From an optimization exercise on the open Yosys and OpenROAD flow, aimed at small area; shortcuts taken in it are not production practice.
At most, simulation tests tie the RTL to the original design; equivalence was not proved.
The clock port is modelled as an ideal driver, which makes a skipped or thinned clock tree look cheaper than it is; a real chip needs a root buffer or a tree.
No activity file was given, so power comes from the tool's default toggle rates.

==> run G <==
// main
module main
  #(
    parameter gate_width = 10,
    parameter MMa_width = 5
   )
   (
    input  logic clk, start_read, reset, ADC_SDAT,
    output logic iv_hold, iv_reset,
    output logic [gate_width:0] gate,
    output logic [MMa_width - 1:0] M, Ma,
    output logic ADC_SCLK, ADC_CS_N, ADC_SADDR, Tx_out,
    output logic [7:0] LED
   );
  logic       busy;
  logic [5:0] seg;
  logic [5:0] cnt;
  logic [3:0] gi;                       
  logic [2:0] mi, mai;                  
  logic [7:0] data;
  wire [5:0] s = seg;
  wire [5:0] c = cnt;
  wire term;
  seg_end u_term(.seg(seg), .cnt(cnt), .g3(gi[3]), .g1(gi[1]), .term(term));
  wire h_n, u, q, g1z, x27, ones, y, zeros, zn, idle_n, ib, e_n;
  c_nand2  u_hn  (.A(s[4]), .B(s[3]), .Y(h_n));
  c_nor2   u_u   (.A(s[5]), .B(s[4]), .Y(u));
  c_and4   u_q   (.A(s[4]), .B(s[3]), .C(s[2]), .D(s[1]), .X(q));
  c_nor4   u_g1z (.A(s[4]), .B(s[3]), .C(s[2]), .D(s[1]), .Y(g1z));
  ...
==> flow/config.mk <==
export PLATFORM = sky130hd
export DESIGN_NAME = main
export DESIGN_NICKNAME = main
export VERILOG_FILES = /design/flow/design.v
export SDC_FILE = /design/flow/constraint.sdc
export NUM_CORES = 4
export LEC_CHECK = 0
export CAP_MARGIN = 20
export CORE_MARGIN = 2
export CORE_UTILIZATION = 40
export SLEW_MARGIN = 20
export SYNTH_HIERARCHICAL = 1
export SYNTH_MINIMUM_KEEP_SIZE = 0
==> flow/constraint.sdc <==
create_clock -name core_clock -period 20.0 [get_ports {clk}]
set_input_delay 4.0000 -clock core_clock [delete_from_list [all_inputs] [get_ports {clk}]]
set_output_delay 4.0000 -clock core_clock [all_outputs]
set_load 0.01 [all_outputs]
standard.sh (not shown) runs the stock make flow with config.mk's settings and CLKGATE_MAP_FILE= SYNTH_SCRIPT=/design/flow/synth_recipe.tcl, a recipe that flattens the netlist after the stock synthesis.
==> flow/flow/run.sh <==
#!/bin/bash
# Layout flow: the standard flow (standard.sh, unchanged synthesis) with
#  - the smallest buffer (buf_1) on each input and output port,
#  - a clock tree of clkbuf_4 only and no dummy clock loads,
#  - power recovery (downsizing of gates with slack) after global routing.
# The make output goes to standard.log; each tool's log is under orfs/logs.
bash standard.sh \
  BUFFER_PORTS_ARGS="-buffer_cell sky130_fd_sc_hd__buf_1" \
  RECOVER_POWER=100 \
  CTS_ARGS="-sink_clustering_enable -repair_clock_nets -dont_use_dummy_load -buf_list sky130_fd_sc_hd__clkbuf_4" \
  finish > standard.log 2>&1
==> run K (differences from run G) <==
--- a/flow/design.v
+++ b/flow/design.v
@@ -28,17 +28,14 @@
   c_nor4   u_g1z (.A(s[4]), .B(s[3]), .C(s[2]), .D(s[1]), .Y(g1z));
   c_nor3   u_hold(.A(s[5]), .B(q), .C(g1z), .Y(iv_hold));
   c_a21o   u_x27 (.A1(s[1]), .A2(s[0]), .B1(s[2]), .X(x27));
   c_a311o  u_rst (.A1(s[4]), .A2(s[3]), .A3(x27), .B1(s[5]), .C1(g1z), .X(iv_reset));
   c_a21oi  u_cs  (.A1(q), .A2(s[0]), .B1(s[5]), .Y(ADC_CS_N));
   c_nand2b u_sclk(.A_N(s[0]), .B(s[5]), .Y(ADC_SCLK));
   c_nor3   u_ones(.A(s[5]), .B(h_n), .C(s[2]), .Y(ones));
-  wire ones_m, ones_a;                  
-  c_nor3   u_onm (.A(s[5]), .B(h_n), .C(s[2]), .Y(ones_m));
-  c_nor3   u_ona (.A(s[5]), .B(h_n), .C(s[2]), .Y(ones_a));
   c_nand2b u_y   (.A_N(s[1]), .B(s[2]), .Y(y));
   c_nor3   u_zero(.A(s[5]), .B(h_n), .C(y), .Y(zeros));
   c_inv    u_zn  (.A(zeros), .Y(zn));
   c_nand3b u_idle(.A_N(s[0]), .B(ones), .C(s[1]), .Y(idle_n));
   c_nor2   u_ib  (.A(idle_n), .B(busy), .Y(ib));
   c_nand4b u_en  (.A_N(s[1]), .B(ones), .C(s[0]), .D(term), .Y(e_n));
   wire pre3_n, pre, fin_n, p2a_n, p2;
@@ -124,16 +121,16 @@
   c_nor2   u_w   (.A(zeros), .B(gi[3]), .Y(w));
   c_a21oi  u_gq0 (.A1(w), .A2(g2n), .B1(ones), .Y(gqn[0]));
   c_a21oi  u_gq1 (.A1(w), .A2(gi[2]), .B1(ones), .Y(gqn[1]));
   c_a21oi  u_gq2 (.A1(zn), .A2(gi[3]), .B1(ones), .Y(gqn[2]));
   for (j = 0; j <= 10; j++) begin : g_gate
     c_nor2 u_o(.A(gpn[j % 4]), .B(gqn[j / 4]), .Y(gate[j]));
   end
-  sel5 u_selm (.q(mi), .ones(ones_m), .zeros(zeros), .zn(zn), .o(M));
-  sel5 u_selma(.q(mai), .ones(ones_a), .zeros(zeros), .zn(zn), .o(Ma));
+  sel5 u_selm (.q(mi), .ones(ones), .zeros(zeros), .zn(zn), .o(M));
+  sel5 u_selma(.q(mai), .ones(ones), .zeros(zeros), .zn(zn), .o(Ma));
   wire mlo, mhi, mn, inner;
   c_mux4   u_mlo (.A0(data[0]), .A1(data[1]), .A2(data[2]), .A3(data[3]), .S0(s[0]), .S1(s[1]), .X(mlo));
   c_mux4   u_mhi (.A0(data[4]), .A1(data[5]), .A2(data[6]), .A3(data[7]), .S0(s[0]), .S1(s[1]), .X(mhi));
   c_mux2i  u_mn  (.A0(mlo), .A1(mhi), .S(s[2]), .Y(mn));
   c_mux2   u_in  (.A0(s[2]), .A1(mn), .S(s[3]), .X(inner));
   c_nand2  u_tx  (.A(u), .B(inner), .Y(Tx_out));
   c_inv    u_led1(.A(Tx_out), .Y(LED[1]));
==> run E (differences from run G) <==
--- a/flow/design.v
+++ b/flow/design.v
@@ -28,17 +28,14 @@
   c_nor4   u_g1z (.A(s[4]), .B(s[3]), .C(s[2]), .D(s[1]), .Y(g1z));
   c_nor3   u_hold(.A(s[5]), .B(q), .C(g1z), .Y(iv_hold));
   c_a21o   u_x27 (.A1(s[1]), .A2(s[0]), .B1(s[2]), .X(x27));
   c_a311o  u_rst (.A1(s[4]), .A2(s[3]), .A3(x27), .B1(s[5]), .C1(g1z), .X(iv_reset));
   c_a21oi  u_cs  (.A1(q), .A2(s[0]), .B1(s[5]), .Y(ADC_CS_N));
   c_nand2b u_sclk(.A_N(s[0]), .B(s[5]), .Y(ADC_SCLK));
   c_nor3   u_ones(.A(s[5]), .B(h_n), .C(s[2]), .Y(ones));
-  wire ones_m, ones_a;                  
-  c_nor3   u_onm (.A(s[5]), .B(h_n), .C(s[2]), .Y(ones_m));
-  c_nor3   u_ona (.A(s[5]), .B(h_n), .C(s[2]), .Y(ones_a));
   c_nand2b u_y   (.A_N(s[1]), .B(s[2]), .Y(y));
   c_nor3   u_zero(.A(s[5]), .B(h_n), .C(y), .Y(zeros));
   c_inv    u_zn  (.A(zeros), .Y(zn));
   c_nand3b u_idle(.A_N(s[0]), .B(ones), .C(s[1]), .Y(idle_n));
   c_nor2   u_ib  (.A(idle_n), .B(busy), .Y(ib));
   c_nand4b u_en  (.A_N(s[1]), .B(ones), .C(s[0]), .D(term), .Y(e_n));
   wire pre3_n, pre, fin_n, p2a_n, p2;
@@ -124,16 +121,16 @@
   c_nor2   u_w   (.A(zeros), .B(gi[3]), .Y(w));
   c_a21oi  u_gq0 (.A1(w), .A2(g2n), .B1(ones), .Y(gqn[0]));
   c_a21oi  u_gq1 (.A1(w), .A2(gi[2]), .B1(ones), .Y(gqn[1]));
   c_a21oi  u_gq2 (.A1(zn), .A2(gi[3]), .B1(ones), .Y(gqn[2]));
   for (j = 0; j <= 10; j++) begin : g_gate
     c_nor2 u_o(.A(gpn[j % 4]), .B(gqn[j / 4]), .Y(gate[j]));
   end
-  sel5 u_selm (.q(mi), .ones(ones_m), .zeros(zeros), .zn(zn), .o(M));
-  sel5 u_selma(.q(mai), .ones(ones_a), .zeros(zeros), .zn(zn), .o(Ma));
+  sel5 u_selm (.q(mi), .ones(ones), .zeros(zeros), .zn(zn), .o(M));
+  sel5 u_selma(.q(mai), .ones(ones), .zeros(zeros), .zn(zn), .o(Ma));
   wire mlo, mhi, mn, inner;
   c_mux4   u_mlo (.A0(data[0]), .A1(data[1]), .A2(data[2]), .A3(data[3]), .S0(s[0]), .S1(s[1]), .X(mlo));
   c_mux4   u_mhi (.A0(data[4]), .A1(data[5]), .A2(data[6]), .A3(data[7]), .S0(s[0]), .S1(s[1]), .X(mhi));
   c_mux2i  u_mn  (.A0(mlo), .A1(mhi), .S(s[2]), .Y(mn));
   c_mux2   u_in  (.A0(s[2]), .A1(mn), .S(s[3]), .X(inner));
   c_nand2  u_tx  (.A(u), .B(inner), .Y(Tx_out));
   c_inv    u_led1(.A(Tx_out), .Y(LED[1]));
==> flow/flow/run.sh (replaced) <==
#!/bin/bash
# Layout flow: the standard flow (standard.sh, unchanged synthesis) with
#  - the smallest buffer (buf_1) on each input and output port,
#  - a clock tree of clkbuf_4 only and no dummy clock loads,
#  - power recovery (downsizing of gates with slack) after global routing.
# The make output goes to standard.log; each tool's log is under orfs/logs.
bash standard.sh \
  BUFFER_PORTS_ARGS="-buffer_cell sky130_fd_sc_hd__buf_1" \
  CTS_ARGS="-sink_clustering_enable -repair_clock_nets -dont_use_dummy_load -buf_list sky130_fd_sc_hd__clkbuf_4" \
  finish > standard.log 2>&1
==> run Z (differences from run G) <==
--- a/flow/design.v
+++ b/flow/design.v
@@ -28,17 +28,14 @@
   c_nor4   u_g1z (.A(s[4]), .B(s[3]), .C(s[2]), .D(s[1]), .Y(g1z));
   c_nor3   u_hold(.A(s[5]), .B(q), .C(g1z), .Y(iv_hold));
   c_a21o   u_x27 (.A1(s[1]), .A2(s[0]), .B1(s[2]), .X(x27));
   c_a311o  u_rst (.A1(s[4]), .A2(s[3]), .A3(x27), .B1(s[5]), .C1(g1z), .X(iv_reset));
   c_a21oi  u_cs  (.A1(q), .A2(s[0]), .B1(s[5]), .Y(ADC_CS_N));
   c_nand2b u_sclk(.A_N(s[0]), .B(s[5]), .Y(ADC_SCLK));
   c_nor3   u_ones(.A(s[5]), .B(h_n), .C(s[2]), .Y(ones));
-  wire ones_m, ones_a;                  
-  c_nor3   u_onm (.A(s[5]), .B(h_n), .C(s[2]), .Y(ones_m));
-  c_nor3   u_ona (.A(s[5]), .B(h_n), .C(s[2]), .Y(ones_a));
   c_nand2b u_y   (.A_N(s[1]), .B(s[2]), .Y(y));
   c_nor3   u_zero(.A(s[5]), .B(h_n), .C(y), .Y(zeros));
   c_inv    u_zn  (.A(zeros), .Y(zn));
   c_nand3b u_idle(.A_N(s[0]), .B(ones), .C(s[1]), .Y(idle_n));
   c_nor2   u_ib  (.A(idle_n), .B(busy), .Y(ib));
   c_nand4b u_en  (.A_N(s[1]), .B(ones), .C(s[0]), .D(term), .Y(e_n));
   wire pre3_n, pre, fin_n, p2a_n, p2;
@@ -124,16 +121,16 @@
   c_nor2   u_w   (.A(zeros), .B(gi[3]), .Y(w));
   c_a21oi  u_gq0 (.A1(w), .A2(g2n), .B1(ones), .Y(gqn[0]));
   c_a21oi  u_gq1 (.A1(w), .A2(gi[2]), .B1(ones), .Y(gqn[1]));
   c_a21oi  u_gq2 (.A1(zn), .A2(gi[3]), .B1(ones), .Y(gqn[2]));
   for (j = 0; j <= 10; j++) begin : g_gate
     c_nor2 u_o(.A(gpn[j % 4]), .B(gqn[j / 4]), .Y(gate[j]));
   end
-  sel5 u_selm (.q(mi), .ones(ones_m), .zeros(zeros), .zn(zn), .o(M));
-  sel5 u_selma(.q(mai), .ones(ones_a), .zeros(zeros), .zn(zn), .o(Ma));
+  sel5 u_selm (.q(mi), .ones(ones), .zeros(zeros), .zn(zn), .o(M));
+  sel5 u_selma(.q(mai), .ones(ones), .zeros(zeros), .zn(zn), .o(Ma));
   wire mlo, mhi, mn, inner;
   c_mux4   u_mlo (.A0(data[0]), .A1(data[1]), .A2(data[2]), .A3(data[3]), .S0(s[0]), .S1(s[1]), .X(mlo));
   c_mux4   u_mhi (.A0(data[4]), .A1(data[5]), .A2(data[6]), .A3(data[7]), .S0(s[0]), .S1(s[1]), .X(mhi));
   c_mux2i  u_mn  (.A0(mlo), .A1(mhi), .S(s[2]), .Y(mn));
   c_mux2   u_in  (.A0(s[2]), .A1(mn), .S(s[3]), .X(inner));
   c_nand2  u_tx  (.A(u), .B(inner), .Y(Tx_out));
   c_inv    u_led1(.A(Tx_out), .Y(LED[1]));
--- a/flow/flow/run.sh
+++ b/flow/flow/run.sh
@@ -3,9 +3,10 @@
 #  - the smallest buffer (buf_1) on each input and output port,
 #  - a clock tree of clkbuf_4 only and no dummy clock loads,
 #  - power recovery (downsizing of gates with slack) after global routing.
 # The make output goes to standard.log; each tool's log is under orfs/logs.
 bash standard.sh \
   BUFFER_PORTS_ARGS="-buffer_cell sky130_fd_sc_hd__buf_1" \
   RECOVER_POWER=100 \
+  SKIP_REPAIR_TIE_FANOUT=1 \
   CTS_ARGS="-sink_clustering_enable -repair_clock_nets -dont_use_dummy_load -buf_list sky130_fd_sc_hd__clkbuf_4" \
   finish > standard.log 2>&1
==> comparison table <==
metric	run Z	run G	run K	run E
Worst rel slew slack	-85.6%	49.9%	-88.8%	29.7%
Worst hold margin	459 ps	458 ps	459 ps	459 ps
Iteration-0 DRC Markers	54	70	27	51
Worst vdd ir	0.0280 mV	0.0189 mV	0.0215 mV	0.0208 mV
Clock net power	30.7 uW	30.6 uW	31.4 uW	31.9 uW
Sw frac	20.9%	20.8%	21.5%	21.9%
Met2 WL post-DR	1610 um	1600 um	1630 um	1630 um
Final non-clock buffer share	5.77%	5.66%	5.70%	5.52%
First-pass GRT wire length	5900 um	5820 um	5860 um	5860 um
Final worst path period share	40.3%	32.7%	41.0%	33.1%
Multi-input gate share of total cell area	48.6%	49.6%	49.3%	50.9%
Capture point of the worst reg-to-reg path	cnt[2]	gi[3]	cnt[1]	gi[3]
Routed wirelength normalized by instance count	12.9 um	12.5 um	12.7 um	12.6 um
Die height	73.2 um	73.6 um	73.2 um	73.2 um
Multi-input comb cells	138	146	144	144
Multiplexer fraction of the synthesized cell area	5.74%	5.68%	5.74%	5.74%
Global Route met2 Usage	21.9%	22.7%	22.1%	22.1%
Multi-input gate area in the final layout	981 um^2	1020 um^2	1010 um^2	1070 um^2
Via count of the first global-routing pass	1281	1290	1284	1284
Worst Slack Setup Final	11940 ps	13460 ps	11800 ps	13380 ps
Initial Util	41.2%	41.3%	41.2%	41.2%
Seq/Total Area, Yosys	40.1%	39.7%	40.1%	40.1%
Status	complete, but fails checks	complete, no violations	complete, but fails checks	complete, no violations
Violated checks	capacitance limit, slew limit	-	capacitance limit, slew limit	-
Placed cell count	266	274	272	272
Post-Syn Area per Cell	10.1 um^2	10.1 um^2	10.1 um^2	10.1 um^2
Function not checked in run K, run E and run Z: the RTL went through the layout flow alone.


==> inputs of ember <==
main, a different RTL version from the one above (not shown whole).
export LEC_CHECK = 0
export CAP_MARGIN = 20
export CORE_MARGIN = 2
export CORE_UTILIZATION = 40
export SLEW_MARGIN = 20
export SYNTH_HIERARCHICAL = 1
export SYNTH_MINIMUM_KEEP_SIZE = 0
create_clock -name core_clock -period 20.0 [get_ports {clk}]
==> flow/flow/run.sh <==
#!/bin/bash
# Layout flow: the standard flow (standard.sh, its synthesis unchanged) with
#  - every logic gate swapped for the smallest cell of its footprint after the
#    floorplan (flow/downsize.tcl); placement's repair_design then fixes slew
#    and capacitance,
#  - the smallest buffer (buf_1) on each input and output port,
#  - one tie cell for the constant outputs (no tie fanout repair),
#  - a single clkbuf_16 driving every flip-flop (flow/collapse.tcl, after
#    clock tree synthesis),
#  - power recovery (downsizing of gates with slack) after global routing.
# Each step's output goes to a log of its own here; the tools' logs are under
# orfs/logs.
set -e
ARGS=(
  BUFFER_PORTS_ARGS="-buffer_cell sky130_fd_sc_hd__buf_1"
  RECOVER_POWER=100
  SKIP_REPAIR_TIE_FANOUT=1
  POST_CTS_TCL="$PWD/flow/collapse.tcl"
  CTS_ARGS="-sink_clustering_enable -repair_clock_nets -dont_use_dummy_load -buf_list sky130_fd_sc_hd__clkbuf_4"
)
bash standard.sh "${ARGS[@]}" floorplan > standard_floorplan.log 2>&1
openroad -no_init -exit flow/downsize.tcl > downsize.log 2>&1
bash standard.sh "${ARGS[@]}" finish > standard.log 2>&1
==> flow/flow/collapse.tcl <==
# After clock tree synthesis: one clock buffer drives every flip-flop. The
# leaf buffers of the tree are removed, their loads moved to the root
# buffer's net, and the root buffer is sized up to drive them.
set block [ord::get_db_block]
set root [$block findInst clkbuf_0_clk]
set rootnet [[$root findITerm X] getNet]
set nleaf 0
foreach inst [$block getInsts] {
  if {![string match "clkbuf_*__f_clk" [$inst getName]]} { continue }
  set leafnet [[$inst findITerm X] getNet]
  foreach it [$leafnet getITerms] {
    if {[$it getInst] == $inst} { continue }
    $it disconnect
    $it connect $rootnet
  }
  [$inst findITerm A] disconnect
  [$inst findITerm X] disconnect
  odb::dbInst_destroy $inst
  odb::dbNet_destroy $leafnet
  incr nleaf
}
replace_cell clkbuf_0_clk [get_lib_cells sky130_fd_sc_hd__clkbuf_16]
puts "clock tree collapsed: $nleaf leaf buffers removed"
detailed_placement
estimate_parasitics -placement
report_clock_skew
Other scripts of this flow, unchanged in this note and not shown: flow/flow/downsize.tcl
==> willow (differences from ember) <==
==> flow/design.v (replaced) <==
module main
  #(
    parameter gate_width = 10,
    parameter MMa_width = 5
   )
   (
    input  logic clk, start_read, reset, ADC_SDAT,
    output logic iv_hold, iv_reset,
    output logic [gate_width:0] gate,
    output logic [MMa_width - 1:0] M, Ma,
    output logic ADC_SCLK, ADC_CS_N, ADC_SADDR, Tx_out,
    output logic [7:0] LED
   );
  logic       busy;
  logic [5:0] seg;
  logic [5:0] cnt;
  logic [3:0] gi;                       
  logic [2:0] mi, mai;                  
  logic [7:0] data;
  wire [5:0] s = seg;
  wire [5:0] c = cnt;
  wire term;
  seg_end u_term(.seg(seg), .cnt(cnt), .g3(gi[3]), .g1(gi[1]), .term(term));
  wire h_n, u, q, g1z, x27, ones, y, zeros, zn, idle_n, ib, e_n;
  c_nand2  u_hn  (.A(s[4]), .B(s[3]), .Y(h_n));
  c_nor2   u_u   (.A(s[5]), .B(s[4]), .Y(u));
  c_and4   u_q   (.A(s[4]), .B(s[3]), .C(s[2]), .D(s[1]), .X(q));
  c_nor4   u_g1z (.A(s[4]), .B(s[3]), .C(s[2]), .D(s[1]), .Y(g1z));
  c_nor3   u_hold(.A(s[5]), .B(q), .C(g1z), .Y(iv_hold));
  c_a21o   u_x27 (.A1(s[1]), .A2(s[0]), .B1(s[2]), .X(x27));
  c_a311o  u_rst (.A1(s[4]), .A2(s[3]), .A3(x27), .B1(s[5]), .C1(g1z), .X(iv_reset));
  c_a21oi  u_cs  (.A1(q), .A2(s[0]), .B1(s[5]), .Y(ADC_CS_N));
  c_nand2b u_sclk(.A_N(s[0]), .B(s[5]), .Y(ADC_SCLK));
  c_nor3   u_ones(.A(s[5]), .B(h_n), .C(s[2]), .Y(ones));
  wire ones_m, ones_a;                  
  c_nor3   u_onm (.A(s[5]), .B(h_n), .C(s[2]), .Y(ones_m));
  c_nor3   u_ona (.A(s[5]), .B(h_n), .C(s[2]), .Y(ones_a));
  c_nand2b u_y   (.A_N(s[1]), .B(s[2]), .Y(y));
  c_nor3   u_zero(.A(s[5]), .B(h_n), .C(y), .Y(zeros));
  c_inv    u_zn  (.A(zeros), .Y(zn));
  c_nand3b u_idle(.A_N(s[0]), .B(ones), .C(s[1]), .Y(idle_n));
  c_nor2   u_ib  (.A(idle_n), .B(busy), .Y(ib));
  c_nand4b u_en  (.A_N(s[1]), .B(ones), .C(s[0]), .D(term), .Y(e_n));
  wire pre3_n, pre, fin_n, p2a_n, p2;
  c_nand3  u_pr3 (.A(s[4]), .B(s[2]), .C(s[1]), .Y(pre3_n));
  c_nor3   u_pre (.A(s[5]), .B(s[0]), .C(pre3_n), .Y(pre));
  c_nand4  u_fin (.A(pre), .B(gi[3]), .C(gi[1]), .D(term), .Y(fin_n));
  c_nand3  u_p2a (.A(s[4]), .B(s[0]), .C(term), .Y(p2a_n));
  c_nor3   u_p2  (.A(s[5]), .B(s[3]), .C(p2a_n), .Y(p2));
  wire bq, busy_d;
  c_nand2b u_bq  (.A_N(busy), .B(start_read), .Y(bq));
  c_and2   u_bd  (.A(bq), .B(e_n), .X(busy_d));
  wire clr, t2n, t3n, t4n, t5n;
  wire [5:0] xn, cnt_d;
  c_or2    u_clr (.A(term), .B(ib), .X(clr));
  c_nor2   u_cd0 (.A(clr), .B(c[0]), .Y(cnt_d[0]));
  c_xnor2  u_cx1 (.A(c[1]), .B(c[0]), .Y(xn[1]));
  c_nand2  u_t2  (.A(c[1]), .B(c[0]), .Y(t2n));
  c_nand3  u_t3  (.A(c[2]), .B(c[1]), .C(c[0]), .Y(t3n));
  c_nand4  u_t4  (.A(c[3]), .B(c[2]), .C(c[1]), .D(c[0]), .Y(t4n));
  c_nand2b u_t5  (.A_N(t4n), .B(c[4]), .Y(t5n));
  c_xor2   u_cx2 (.A(c[2]), .B(t2n), .X(xn[2]));
  c_xor2   u_cx3 (.A(c[3]), .B(t3n), .X(xn[3]));
  c_xor2   u_cx4 (.A(c[4]), .B(t4n), .X(xn[4]));
  c_xor2   u_cx5 (.A(c[5]), .B(t5n), .X(xn[5]));
  genvar j;
  for (j = 1; j < 6; j++) begin : g_cd
    c_nor2 u_cd(.A(clr), .B(xn[j]), .Y(cnt_d[j]));
  end
  wire [5:0] sum, sc, seg_d;
  c_ha     u_s0  (.A(s[0]), .B(term),  .SUM(sum[0]), .COUT(sc[1]));
  c_ha     u_s1  (.A(s[1]), .B(sc[1]), .SUM(sum[1]), .COUT(sc[2]));
  c_ha     u_s2  (.A(s[2]), .B(sc[2]), .SUM(sum[2]), .COUT(sc[3]));
  c_ha     u_s3  (.A(s[3]), .B(sc[3]), .SUM(sum[3]), .COUT(sc[4]));
  c_ha     u_s4  (.A(s[4]), .B(sc[4]), .SUM(seg_d[4]), .COUT(sc[5]));
  c_xor2   u_s5  (.A(s[5]), .B(sc[5]), .X(seg_d[5]));
  c_and2   u_j0  (.A(sum[0]), .B(fin_n), .X(seg_d[0]));
  c_and2   u_j1  (.A(sum[1]), .B(fin_n), .X(seg_d[1]));
  c_a21o   u_j2  (.A1(sum[2]), .A2(fin_n), .B1(p2), .X(seg_d[2]));
  c_or2    u_j3  (.A(sum[3]), .B(p2), .X(seg_d[3]));
  wire advm, advg;
  wire [2:0] ma_d, m_d;
  wire [3:0] gx, gc, gi_d;
  c_and2   u_avm (.A(p2), .B(mai[2]), .X(advm));
  c_and2   u_avg (.A(advm), .B(mi[2]), .X(advg));
  idx5     u_ima (.q(mai), .adv(p2), .d(ma_d));
  idx5     u_im  (.q(mi), .adv(advm), .d(m_d));
  c_ha     u_g0  (.A(gi[0]), .B(advg),  .SUM(gx[0]), .COUT(gc[1]));
  c_ha     u_g1  (.A(gi[1]), .B(gc[1]), .SUM(gx[1]), .COUT(gc[2]));
  c_ha     u_g2  (.A(gi[2]), .B(gc[2]), .SUM(gx[2]), .COUT(gc[3]));
  c_xor2   u_g3  (.A(gi[3]), .B(gc[3]), .X(gx[3]));
  for (j = 0; j < 4; j++) begin : g_gd
    c_and2 u_gd(.A(gx[j]), .B(idle_n), .X(gi_d[j]));
  end
  wire de;
  c_and4b  u_de  (.A_N(s[0]), .B(s[5]), .C(h_n), .D(term), .X(de));
  always_ff @(posedge clk or negedge reset)
    if (!reset) begin
      busy <= 1'b0;
      seg  <= 6'd26;
      mi   <= 3'd0;
      mai  <= 3'd0;
    end else begin
      busy <= busy_d;
      seg  <= seg_d;
      mi   <= m_d;
      mai  <= ma_d;
    end
  always_ff @(posedge clk) begin
    cnt <= cnt_d;
    gi  <= gi_d;
    if (de) data <= {data[6:0], ADC_SDAT};
  end
  wire g0n, g1n, g2n, w;
  wire [3:0] gpn;
  wire [2:0] gqn;
  c_inv    u_g0n (.A(gi[0]), .Y(g0n));
  c_inv    u_g1n (.A(gi[1]), .Y(g1n));
  c_inv    u_g2n (.A(gi[2]), .Y(g2n));
  c_a21oi  u_gp0 (.A1(g1n), .A2(g0n), .B1(ones), .Y(gpn[0]));
  c_a21oi  u_gp1 (.A1(g1n), .A2(gi[0]), .B1(ones), .Y(gpn[1]));
  c_a21oi  u_gp2 (.A1(gi[1]), .A2(g0n), .B1(ones), .Y(gpn[2]));
  c_a21oi  u_gp3 (.A1(gi[1]), .A2(gi[0]), .B1(ones), .Y(gpn[3]));
  c_nor2   u_w   (.A(zeros), .B(gi[3]), .Y(w));
  c_a21oi  u_gq0 (.A1(w), .A2(g2n), .B1(ones), .Y(gqn[0]));
  c_a21oi  u_gq1 (.A1(w), .A2(gi[2]), .B1(ones), .Y(gqn[1]));
  c_a21oi  u_gq2 (.A1(zn), .A2(gi[3]), .B1(ones), .Y(gqn[2]));
  for (j = 0; j <= 10; j++) begin : g_gate
    c_nor2 u_o(.A(gpn[j % 4]), .B(gqn[j / 4]), .Y(gate[j]));
  end
  sel5 u_selm (.q(mi), .ones(ones_m), .zeros(zeros), .zn(zn), .o(M));
  sel5 u_selma(.q(mai), .ones(ones_a), .zeros(zeros), .zn(zn), .o(Ma));
  wire mlo, mhi, mn, inner;
  c_mux4   u_mlo (.A0(data[0]), .A1(data[1]), .A2(data[2]), .A3(data[3]), .S0(s[0]), .S1(s[1]), .X(mlo));
  c_mux4   u_mhi (.A0(data[4]), .A1(data[5]), .A2(data[6]), .A3(data[7]), .S0(s[0]), .S1(s[1]), .X(mhi));
  c_mux2i  u_mn  (.A0(mlo), .A1(mhi), .S(s[2]), .Y(mn));
  c_mux2   u_in  (.A0(s[2]), .A1(mn), .S(s[3]), .X(inner));
  c_nand2  u_tx  (.A(u), .B(inner), .Y(Tx_out));
  c_inv    u_led1(.A(Tx_out), .Y(LED[1]));
  assign ADC_SADDR = 1'b0;
  assign LED[0]    = busy;
  assign LED[7:2]  = 6'b000000;
endmodule
module seg_end(input logic [5:0] seg, input logic [5:0] cnt, input logic g3, g1,
               output logic term);
  wire [5:0] s = seg;
  wire pre = ~s[5] & s[4] & s[2] & s[1] & ~s[0];
  wire first = ~(g3 & g1);              
  wire [5:0] k;
  assign k[5] = (~s[5] & ~s[4] & s[3]) | (~s[5] & ~s[3] & s[2] & s[1] & s[0]) | (~s[5] & s[4] & ~s[1]);
  assign k[4] = (s[2] & s[1] & s[0]) | (~s[4] & s[3]) | (s[3] & ~s[1]) | s[5];
  assign k[3] = pre & first;
  assign k[2] = (~s[5] & ~s[4] & s[3]) | (~s[5] & ~s[3] & s[2] & s[1] & s[0]) | pre & first;
  assign k[1] = (~s[5] & ~s[4] & s[3]) | (~s[5] & s[4] & s[2] & ~s[1] & ~s[0]);
  assign k[0] = (~s[5] & s[3] & ~s[2] & ~s[1] & ~s[0]) | (~s[5] & s[4] & ~s[1] & s[0])
              | (~s[5] & s[4] & s[3] & ~s[2] & ~s[0]) | pre;
  assign term = &(cnt | ~k);
endmodule
module idx5(input logic [2:0] q, input logic adv, output logic [2:0] d);
  wire s0, c1, q10;
  c_ha     u_h  (.A(q[0]), .B(adv), .SUM(s0), .COUT(c1));
  c_nor2b  u_d0 (.A(q[2]), .B_N(s0), .Y(d[0]));
  c_xor2   u_d1 (.A(q[1]), .B(c1), .X(d[1]));
  c_and2   u_10 (.A(q[1]), .B(q[0]), .X(q10));
  c_mux2   u_d2 (.A0(q[2]), .A1(q10), .S(adv), .X(d[2]));
endmodule
module sel5(input logic [2:0] q, input logic ones, zeros, zn, output logic [4:0] o);
  wire q0n, q1n, z2, qn;
  wire [3:0] pn;
  c_inv    u_0n (.A(q[0]), .Y(q0n));
  c_inv    u_1n (.A(q[1]), .Y(q1n));
  c_a21oi  u_p0 (.A1(q1n), .A2(q0n), .B1(ones), .Y(pn[0]));
  c_a21oi  u_p1 (.A1(q1n), .A2(q[0]), .B1(ones), .Y(pn[1]));
  c_a21oi  u_p2 (.A1(q[1]), .A2(q0n), .B1(ones), .Y(pn[2]));
  c_a21oi  u_p3 (.A1(q[1]), .A2(q[0]), .B1(ones), .Y(pn[3]));
  c_nor2   u_z2 (.A(zeros), .B(q[2]), .Y(z2));
  c_nor2   u_qn (.A(ones), .B(z2), .Y(qn));
  genvar j;
  for (j = 0; j < 4; j++) begin : g_o
    c_nor2 u_o(.A(pn[j]), .B(qn), .Y(o[j]));
  end
  c_a21o   u_o4 (.A1(zn), .A2(q[2]), .B1(ones), .X(o[4]));
endmodule
module c_inv   (input logic A, output logic Y); assign Y = ~A; endmodule
module c_nand2 (input logic A, B, output logic Y); assign Y = ~(A & B); endmodule
module c_nor2  (input logic A, B, output logic Y); assign Y = ~(A | B); endmodule
module c_nand3 (input logic A, B, C, output logic Y); assign Y = ~(A & B & C); endmodule
module c_nor3  (input logic A, B, C, output logic Y); assign Y = ~(A | B | C); endmodule
module c_nand4 (input logic A, B, C, D, output logic Y); assign Y = ~(A & B & C & D); endmodule
module c_nor4  (input logic A, B, C, D, output logic Y); assign Y = ~(A | B | C | D); endmodule
module c_and2  (input logic A, B, output logic X); assign X = A & B; endmodule
module c_or2   (input logic A, B, output logic X); assign X = A | B; endmodule
module c_and4  (input logic A, B, C, D, output logic X); assign X = A & B & C & D; endmodule
module c_xor2  (input logic A, B, output logic X); assign X = A ^ B; endmodule
module c_xnor2 (input logic A, B, output logic Y); assign Y = ~(A ^ B); endmodule
module c_ha    (input logic A, B, output logic SUM, COUT); assign SUM = A ^ B; assign COUT = A & B; endmodule
module c_nand2b(input logic A_N, B, output logic Y); assign Y = ~(~A_N & B); endmodule
module c_nor2b (input logic A, B_N, output logic Y); assign Y = ~(A | ~B_N); endmodule
module c_nand3b(input logic A_N, B, C, output logic Y); assign Y = ~(~A_N & B & C); endmodule
module c_nand4b(input logic A_N, B, C, D, output logic Y); assign Y = ~(~A_N & B & C & D); endmodule
module c_and4b (input logic A_N, B, C, D, output logic X); assign X = ~A_N & B & C & D; endmodule
module c_a21o  (input logic A1, A2, B1, output logic X); assign X = (A1 & A2) | B1; endmodule
module c_a21oi (input logic A1, A2, B1, output logic Y); assign Y = ~((A1 & A2) | B1); endmodule
module c_a311o (input logic A1, A2, A3, B1, C1, output logic X); assign X = (A1 & A2 & A3) | B1 | C1; endmodule
module c_mux2  (input logic A0, A1, S, output logic X); assign X = S ? A1 : A0; endmodule
module c_mux2i (input logic A0, A1, S, output logic Y); assign Y = ~(S ? A1 : A0); endmodule
module c_mux4  (input logic A0, A1, A2, A3, S0, S1, output logic X);
  assign X = S1 ? (S0 ? A3 : A2) : (S0 ? A1 : A0);
endmodule
==> flow/flow/run.sh (replaced) <==
#!/bin/bash
# Layout flow: the standard flow (standard.sh, its synthesis unchanged) with
#  - every logic gate swapped for the smallest cell of its footprint after the
#    floorplan (flow/downsize.tcl); placement's repair_design then fixes slew
#    and capacitance,
#  - the smallest buffer (buf_1) on each input and output port,
#  - one tie cell for the constant outputs (no tie fanout repair),
#  - a clock tree of clkbuf_4 only and no dummy clock loads,
#  - power recovery (downsizing of gates with slack) after global routing.
# Each step's output goes to a log of its own here; the tools' logs are under
# orfs/logs.
set -e
ARGS=(
  BUFFER_PORTS_ARGS="-buffer_cell sky130_fd_sc_hd__buf_1"
  RECOVER_POWER=100
  SKIP_REPAIR_TIE_FANOUT=1
  CTS_ARGS="-sink_clustering_enable -repair_clock_nets -dont_use_dummy_load -buf_list sky130_fd_sc_hd__clkbuf_4"
)
bash standard.sh "${ARGS[@]}" floorplan > standard_floorplan.log 2>&1
openroad -no_init -exit flow/downsize.tcl > downsize.log 2>&1
bash standard.sh "${ARGS[@]}" finish > standard.log 2>&1
removed: flow/flow/collapse.tcl
==> flow_summary.json <==
{
  "yosys-top-cells-area": "dfrtp_1 (13%), edfxtp_1 (12%), dfxtp_1 (10%)",
  "grt_max_degree": 18,
  "multi_input_area_share": 0.4692,
  "synthAdderAreaFrac": 0.06456,
  "crit_fanout": 15,
  "finalCriticalPeriod_ns": 6.520,
  "outcome": "timing/DRC/antenna clean",
  "coreArea_mm2": 0.004692,
  "synth_xor_area_frac": 0.04067,
  "wl_per_cell_um": 11.89,
  "cp.arrival_ns": 2.52,
  "fin_ws_ns": 13.48,
  "buffer_area_frac": 0.05962,
  "finish.instance_area_mm2": 0.001952,
  "placed_cells": 268,
  "multi_input_area_um2": 915.9,
  "synth_compound_area_frac": 0.1304
}
[end of results for willow]
==> flow_summary.json <==
{
  "synth_xor_area_frac": 0.03417,
  "multi_input_area_share": 0.4564,
  "synthAdderAreaFrac": 0.05579,
  "coreArea_mm2": 0.004324,
  "clk-power_w": 0.0000247,
  "finalCriticalPeriod_ns": 6.548,
  "fin_ws_ns": 13.45,
  "hold_path_class": "reg2reg",
  "yosys-top-cells-area": "dfrtp_1 (15%), edfxtp_1 (13%), dfxtp_1 (8.9%)",
  "buffer_area_frac": 0.06288,
  "cp.arrival_ns": 2.55,
  "outcome": "timing/DRC/antenna clean",
  "critPathTopFamily": "simple AND/OR/NAND/NOR gates",
  "synth_compound_area_frac": 0.1402,
  "multi_input_area_um2": 844.6
}
[end of results for ember]

-- port drivers added, routing unchanged --
How much do the figures lean on ideal ports? The routed layouts below were timed once more, with nothing changed but the port constraints. Step 1 (the two cells are an assumption about what drives the block):
set clk [get_ports {clk}]
set_driving_cell -lib_cell sky130_fd_sc_hd__clkbuf_16 $clk
set_driving_cell -lib_cell sky130_fd_sc_hd__buf_2 [delete_from_list [all_inputs] $clk]
Step 2 moves the port delays by t, midway between the first and last clock arrival at a register: inputs arrive t later, outputs are due t later. That takes back most of the time a late clock gives input paths. Slacks: ideal / step 1 / step 2; pairs: ideal / step 1.
run	t, ns	setup WS [ns]	worst hold slack (ns)	clock arrival spread, ns	worst data-port slew with drivers (ns)
run G	0.342	13.464 / 13.439 / 13.780	0.458 / 0.458 / 0.458	0.020 / 0.021	0.03
run K	0.346	11.800 / 11.778 / 12.124	0.459 / 0.459 / 0.459	0.026 / 0.026	0.03
run E	0.351	13.379 / 13.356 / 13.707	0.459 / 0.459 / 0.459	0.026 / 0.026	0.03
run Z	0.339	11.935 / 11.911 / 12.250	0.459 / 0.459 / 0.459	0.030 / 0.031	0.03
ember	0.200	13.452 / 13.421 / 13.620	0.456 / 0.456 / 0.456	0.009 / 0.009	0.03
willow	0.347	13.481 / 13.457 / 13.804	0.459 / 0.459 / 0.459	0.023 / 0.024	0.03
